Source: an optimization exercise on an open RTL-to-GDS flow (aim: small area, a short achievable clock period and few clock cycles). Production flows keep margins and buffers that such runs may drop.
For this run, only the layout was checked, not whether the RTL still works.
Power is estimated from default activity; no workload was simulated.

$ cat design/flow/design.v
module crack(input logic clk, input logic rst_n,
             input logic en, output logic rdy,
             output logic [23:0] key, output logic key_valid,
             output logic [7:0] ct_addr, input logic [7:0] ct_rddata,
             input logic flag);
    function automatic logic [7:0] add2(input logic [7:0] a, input logic [7:0] b);
        logic [7:0] p, g, p1, g1, p2, g2, g3;
        p = a ^ b;
        g = a & b;
        for (int k = 0; k < 8; k++) begin
            g1[k] = (k >= 1) ? (g[k] | (p[k] & g[k-1])) : g[k];
            p1[k] = (k >= 1) ? (p[k] & p[k-1]) : p[k];
        end
        for (int k = 0; k < 8; k++) begin
            g2[k] = (k >= 2) ? (g1[k] | (p1[k] & g1[k-2])) : g1[k];
            p2[k] = (k >= 2) ? (p1[k] & p1[k-2]) : p1[k];
        end
        for (int k = 0; k < 8; k++)
            g3[k] = (k >= 4) ? (g2[k] | (p2[k] & g2[k-4])) : g2[k];
        add2 = p ^ {g3[6:0], 1'b0};
    endfunction
    function automatic logic [7:0] add3(input logic [7:0] a, input logic [7:0] b,
                                        input logic [7:0] c);
        logic [7:0] s, cy;
        s  = a ^ b ^ c;
        cy = (a & b) | (a & c) | (b & c);
        add3 = add2(s, {cy[6:0], 1'b0});
    endfunction
    localparam logic [2:0] S_IDLE = 3'd0, S_INIT = 3'd1, S_KSA = 3'd2,
                           S_P1 = 3'd3, S_P2 = 3'd4, S_DONE = 3'd5;
    logic [2:0]  st;
    logic [23:0] kt;           
    logic [7:0]  ka, kb, kc;   
    logic [6:0]  cnt;          
    logic [7:0]  jk;           
    logic [7:0]  jkk;          
    logic [7:0]  u1;           
    logic [7:0]  jr;           
    logic [7:0]  ir;           
    logic [7:0]  tr;           
    logic [7:0]  si;           
    logic [7:0]  sj;           
    logic [7:0]  off;          
    logic [7:0]  n;            
    logic [7:0]  len;          
    logic        lok;          
    logic        first;        
    logic [2047:0] q;          
    logic [2047:0] d;          
    wire init = (st == S_INIT);
    wire ksa  = (st == S_KSA);
    wire p1   = (st == S_P1);
    wire [7:0] A = q[7:0]  ^ 8'hFE;
    wire [7:0] B = q[15:8] ^ 8'hFF;
    wire [7:0] j1r = add2(jk, A);              
    wire       e1  = (A == u1);                
    wire [7:0] Bp  = e1 ? A : B;               
    wire [7:0] j2a = add2(jkk, {A[6:0], 1'b0});
    wire [7:0] j2b = add3(jkk, A, B);
    wire [7:0] j2r = e1 ? j2a : j2b;           
    wire [7:0] nkb = 8'd0 - kb;
    wire       e12 = e1 ? (A == nkb) : (B == nkb);   
    wire       e20 = (j2r == 8'd0);                  
    wire [7:0] jnr = jr + si;                  
    wire [7:0] a1 = ksa ? j1r : (p1 ? jnr : ir);
    wire [7:0] a2 = ksa ? j2r : (p1 ? ir + 8'd1 : tr);
    logic [15:0] h1, l1, h2, l2;
    logic [255:0] w1, w2, hold;
    always_comb begin
        for (int k = 0; k < 16; k++) begin
            h1[k] = !init && (a1[7:4] == k[3:0]);
            l1[k] = (a1[3:0] == k[3:0]);
            h2[k] = !init && (a2[7:4] == k[3:0]);
            l2[k] = (a2[3:0] == k[3:0]);
        end
        for (int x = 0; x < 256; x++) begin
            w1[x] = h1[x / 16] & l1[x % 16];
            w2[x] = h2[x / 16] & l2[x % 16];
            hold[x] = !(init | w1[x] | (w2[x] & ksa));
        end
    end
    logic [7:0] r1, r2;
    always_comb begin
        r1 = 8'd0;
        r2 = 8'd0;
        for (int x = 0; x < 256; x++) begin
            r1 = r1 | ({8{w1[x]}} & (q[8*x +: 8] ^ 8'(x - 2)));
            r2 = r2 | ({8{w2[x]}} & (q[8*x +: 8] ^ 8'(x - 2)));
        end
    end
    wire [7:0] R2 = e12 ? A : (e20 ? r1 : r2);
    wire [7:0] b1  = ksa ? (e12 ? Bp : A) : (p1 ? si : sj);
    wire [7:0] b1t = b1;
    wire [7:0] b1f = ~b1;
    wire [7:0] b2t = {8{ksa}} & Bp;
    wire [7:0] b2f = {8{ksa}} & ~Bp;
    genvar p, b;
    generate
        for (p = 0; p < 254; p++) begin : g_ent
            localparam int X = p + 2;
            localparam logic [7:0] PP = 8'(p - 2);    
            localparam logic [7:0] PX = 8'(p);        
            for (b = 0; b < 8; b++) begin : g_bit
                if (PP[b] != PX[b]) begin : g_inv
                    assign d[8*p + b] = ~((w1[X] & (PP[b] ? b1t[b] : b1f[b])) |
                                          (w2[X] & (PP[b] ? b2t[b] : b2f[b])) |
                                          (hold[X] & q[8*X + b]));
                end else begin : g_buf
                    assign d[8*p + b] =  ((w1[X] & (PP[b] ? b1f[b] : b1t[b])) |
                                          (w2[X] & (PP[b] ? b2f[b] : b2t[b])) |
                                          (hold[X] & q[8*X + b]));
                end
            end
        end
    endgenerate
    wire [7:0] v254 = init ? 8'd254 : (ksa ? (e20 ? Bp : r1) : (w1[0] ? b1 : A));
    wire [7:0] v255 = init ? 8'd255 : (ksa ? R2 : (w1[1] ? b1 : B));
    assign d[8*254 +: 8] = v254 ^ 8'd252;
    assign d[8*255 +: 8] = v255 ^ 8'd253;
    always_ff @(posedge clk) q <= d;
    wire [7:0] ks = (tr == ir) ? sj : r2;
    wire [7:0] pt = ks ^ ct_rddata;
    wire ok  = lok && (pt >= 8'h20) && (pt <= 8'h7E);
    wire cok = (ct_rddata >= 8'h20) && (ct_rddata <= 8'h7E);
    wire [7:0] j2m = j2r - 8'd2;
    always_ff @(posedge clk) begin
        off <= off + 8'd2;
        if (!rst_n || !en) begin
            st    <= S_IDLE;
            kt    <= {23'd0, flag};
            n     <= 8'd0;
            first <= 1'b1;
        end else begin
            case (st)
                S_IDLE: st <= S_INIT;
                S_INIT: begin
                    st  <= S_KSA;
                    cnt <= 7'd0;
                    off <= 8'd0;
                    ka  <= kt[23:16];
                    kb  <= kt[15:8];
                    kc  <= kt[7:0];
                    jk  <= kt[23:16];
                    jkk <= kt[23:16] + kt[15:8];
                    u1  <= 8'd1 - kt[23:16];
                    n   <= 8'd1;
                    if (first) begin
                        len   <= ct_rddata;
                        lok   <= cok;
                        first <= 1'b0;
                    end
                end
                S_KSA: begin
                    cnt <= cnt + 7'd1;
                    ka  <= kc;
                    kb  <= ka;
                    kc  <= kb;
                    jk  <= j2m + kc;
                    jkk <= j2m + kc + ka;
                    u1  <= 8'd3 - j2r - kc;
                    if (cnt == 7'd127) begin
                        st <= S_P1;
                        jr <= 8'd0;
                        ir <= 8'd1;
                        si <= d[15:8] ^ 8'hFF;
                    end
                end
                S_P1: begin
                    st <= S_P2;
                    sj <= r1;
                    si <= (jnr == ir + 8'd1) ? si : r2;
                    tr <= si + r1 - off - 8'd2;
                    jr <= jnr - 8'd2;
                    ir <= ir - 8'd2;
                end
                S_P2: begin
                    jr <= jr - 8'd2;
                    ir <= ir - 8'd1;
                    if (!ok) begin
                        st <= S_INIT;
                        kt <= kt + 24'd2;
                        n  <= 8'd1;
                    end else if (n == len) begin
                        st <= S_DONE;
                    end else begin
                        st <= S_P1;
                        n  <= n + 8'd1;
                    end
                end
                default: ;
            endcase
        end
    end
    assign rdy       = (st == S_DONE);
    assign key_valid = rdy;
    assign key       = kt;
    assign ct_addr   = n;
endmodule
$ cat design/flow/run.sh
#!/bin/bash
# synth_recipe.tcl (not shown) runs the flow's synth.tcl, then flattens the netlist and writes it again
# the make line also repeats each setting of config.mk as NAME=value (left out here)
make -C /OpenROAD-flow-scripts/flow DESIGN_CONFIG=/design/flow/config.mk WORK_HOME=/design/flow/orfs CLKGATE_MAP_FILE= SYNTH_SCRIPT=/design/flow/synth_recipe.tcl finish
$ cat design/flow/config.mk
export PLATFORM = sky130hd
export DESIGN_NAME = crack
export DESIGN_NICKNAME = crack
export VERILOG_FILES = /design/flow/design.v
export SDC_FILE = /design/flow/constraint.sdc
export NUM_CORES = 4
export LEC_CHECK = 0
export CAP_MARGIN = 20
export CORE_MARGIN = 2
export CORE_UTILIZATION = 28
export PLACE_DENSITY = 0.45
export SLEW_MARGIN = 20
$ cat design/flow/constraint.sdc
create_clock -name core_clock -period 10.0 [get_ports {clk}]
set_input_delay 2.0000 -clock core_clock [delete_from_list [all_inputs] [get_ports {clk}]]
set_output_delay 2.0000 -clock core_clock [all_outputs]
set_load 0.01 [all_outputs]
==> run summary <==
## Yosys cell counts, drive strengths merged, types with 72 or more instances
cell type / number / area share [%]
a222oi: 94 / 0.80
inv: 152 / 0.49
o221ai: 1162 / 8.7
a21oi: 658 / 2.8
nor3: 350 / 1.5
xnor2: 84 / 0.63
ha: 86 / 0.92
a22oi: 630 / 4.0
a32oi: 85 / 0.64
a2111oi: 117 / 0.89
a211oi: 133 / 0.88
a221o: 72 / 0.62
o211ai: 104 / 0.69
nor4: 180 / 1.0
o2111ai: 120 / 0.90
nand2: 2111 / 6.8
a221oi: 187 / 1.4
a22o: 93 / 0.70
o22ai: 871 / 4.7
o32ai: 78 / 0.58
buf: 376 / 1.4
nand3: 350 / 1.5
nand4: 244 / 1.3
edfxtp: 105 / 2.7
o21ai: 674 / 2.9
and3: 236 / 1.3
clkbuf: 1112 / 3.6
nor2: 980 / 3.2
o2bb2ai: 73 / 0.55
dfxtp: 2090 / 36
## per-stage QoR
stage | setup WS (ps) | setup TNS, ps | total power [mW] | hold slack (ps)
4_1_cts | 76.7 | 0 | 31.7 | 444
3_5_place_dp | 135 | 0 | 21.1 | 435
3_3_place_gp | -1430 | -6280 | 21.1 | 425
2_1_floorplan | 3080 | 0 | 13.6 | 415
## logic make-up after synthesis
kind of cell	Yosys count	share of synthesized area, %
buf+inv	1640	5.50
mux	60	0.530
xor+xnor	141	1.06
compound gates	5620	35.1
simple gates	4688	18.0
fa+ha+maj	108	1.30
other cells	1	0.00321
flops	2195	38.5
## layer usage
metal  track usage (%)  GRT overflow
met1               101          4457
met2               122         21600
met3              98.9          3616
met4               105          5712
met5              91.3           351
## worst max-delay path by stage
stage | from | slack, ps | endpoint | depth (start not counted)
after floorplan | jr[1]$_DFFE_PP_ | 3080 | tr[7]$_DFFE_PP_ | 30
after global placement | q[1]$_DFF_P_ | -1430 | tr[7]$_DFFE_PP_ | 31
after detailed placement | q[1]$_DFF_P_ | 130 | n[5]$_SDFFE_PN0P_ | 29
after CTS | q[1]$_DFF_P_ | 80 | n[5]$_SDFFE_PN0P_ | 29
## power by group through the flow
| stage | Combinational (mW) | Sequential, mW | Clock [mW] |
|---|---|---|---|
| after global placement | 7.26 | 13.9 | 0 |
| after detailed placement | 7.30 | 13.8 | 0 |
| after floorplan | 2.90 | 10.7 | 0 |
| after CTS | 7.33 | 13.7 | 10.7 |
==> key figures <==
Status
  – Status: aborted with a tool error
  – Last stage reached: global routing
  – Error message: [ERROR GRT-0116] Global routing finished with congestion. Check the congestion regions in the DRC Viewer.

CTS
  – Num CTS Buffers: 274
  – Post-CTS Setup Bufs: 0
  – Clk root buf: clkbuf_16
  – Clock Tree Buf Depth: 4
  – CTS H-tree depth: 5
  – Hold buffer count at CTS: 0
  – Post-cts repair resize count: 0
  – CTS sink cnt: 2,195

Global routing
  – Total grt overflow: 35,800
  – Global-route wire length before repair: 3,010,000 um
  – Global-route usage over all layers: 107%
  – Largest net degree at the start of global routing: 85
  – Vias in the first global route: 218,000

Synth
  – Syn_area_per_cell: 8.09 um^2
  – Post-synth ARST share: 0%
  – Flops & latches, synth: 2,195
  – Synth warn: 1
  – Post-synthesis cell area: 0.117 mm^2
  – Synth Flop Type: dfxtp_1
  – Unique cell type count in the Yosys netlist: 111
  – Post-synth EDFFs: 105
  – Mapped Cells: 14,500
  – Post-synth net total: 14,600
  – Register area share after synthesis: 38.5%

Floorplan
  – Die H: 650 um
  – Initial Util: 28.1%
  – Top-Level Pins: 46
  – Row Count: 237
  – DIE WIDTH: 650 um

Placed design
  – Port Buffers: 45
  – Post-DP Area: 0.140 mm^2
  – RD Place Congestion: 1.61
  – Dpl hpwl: 1,750,000 um
  – Inst Count DP: 20,700
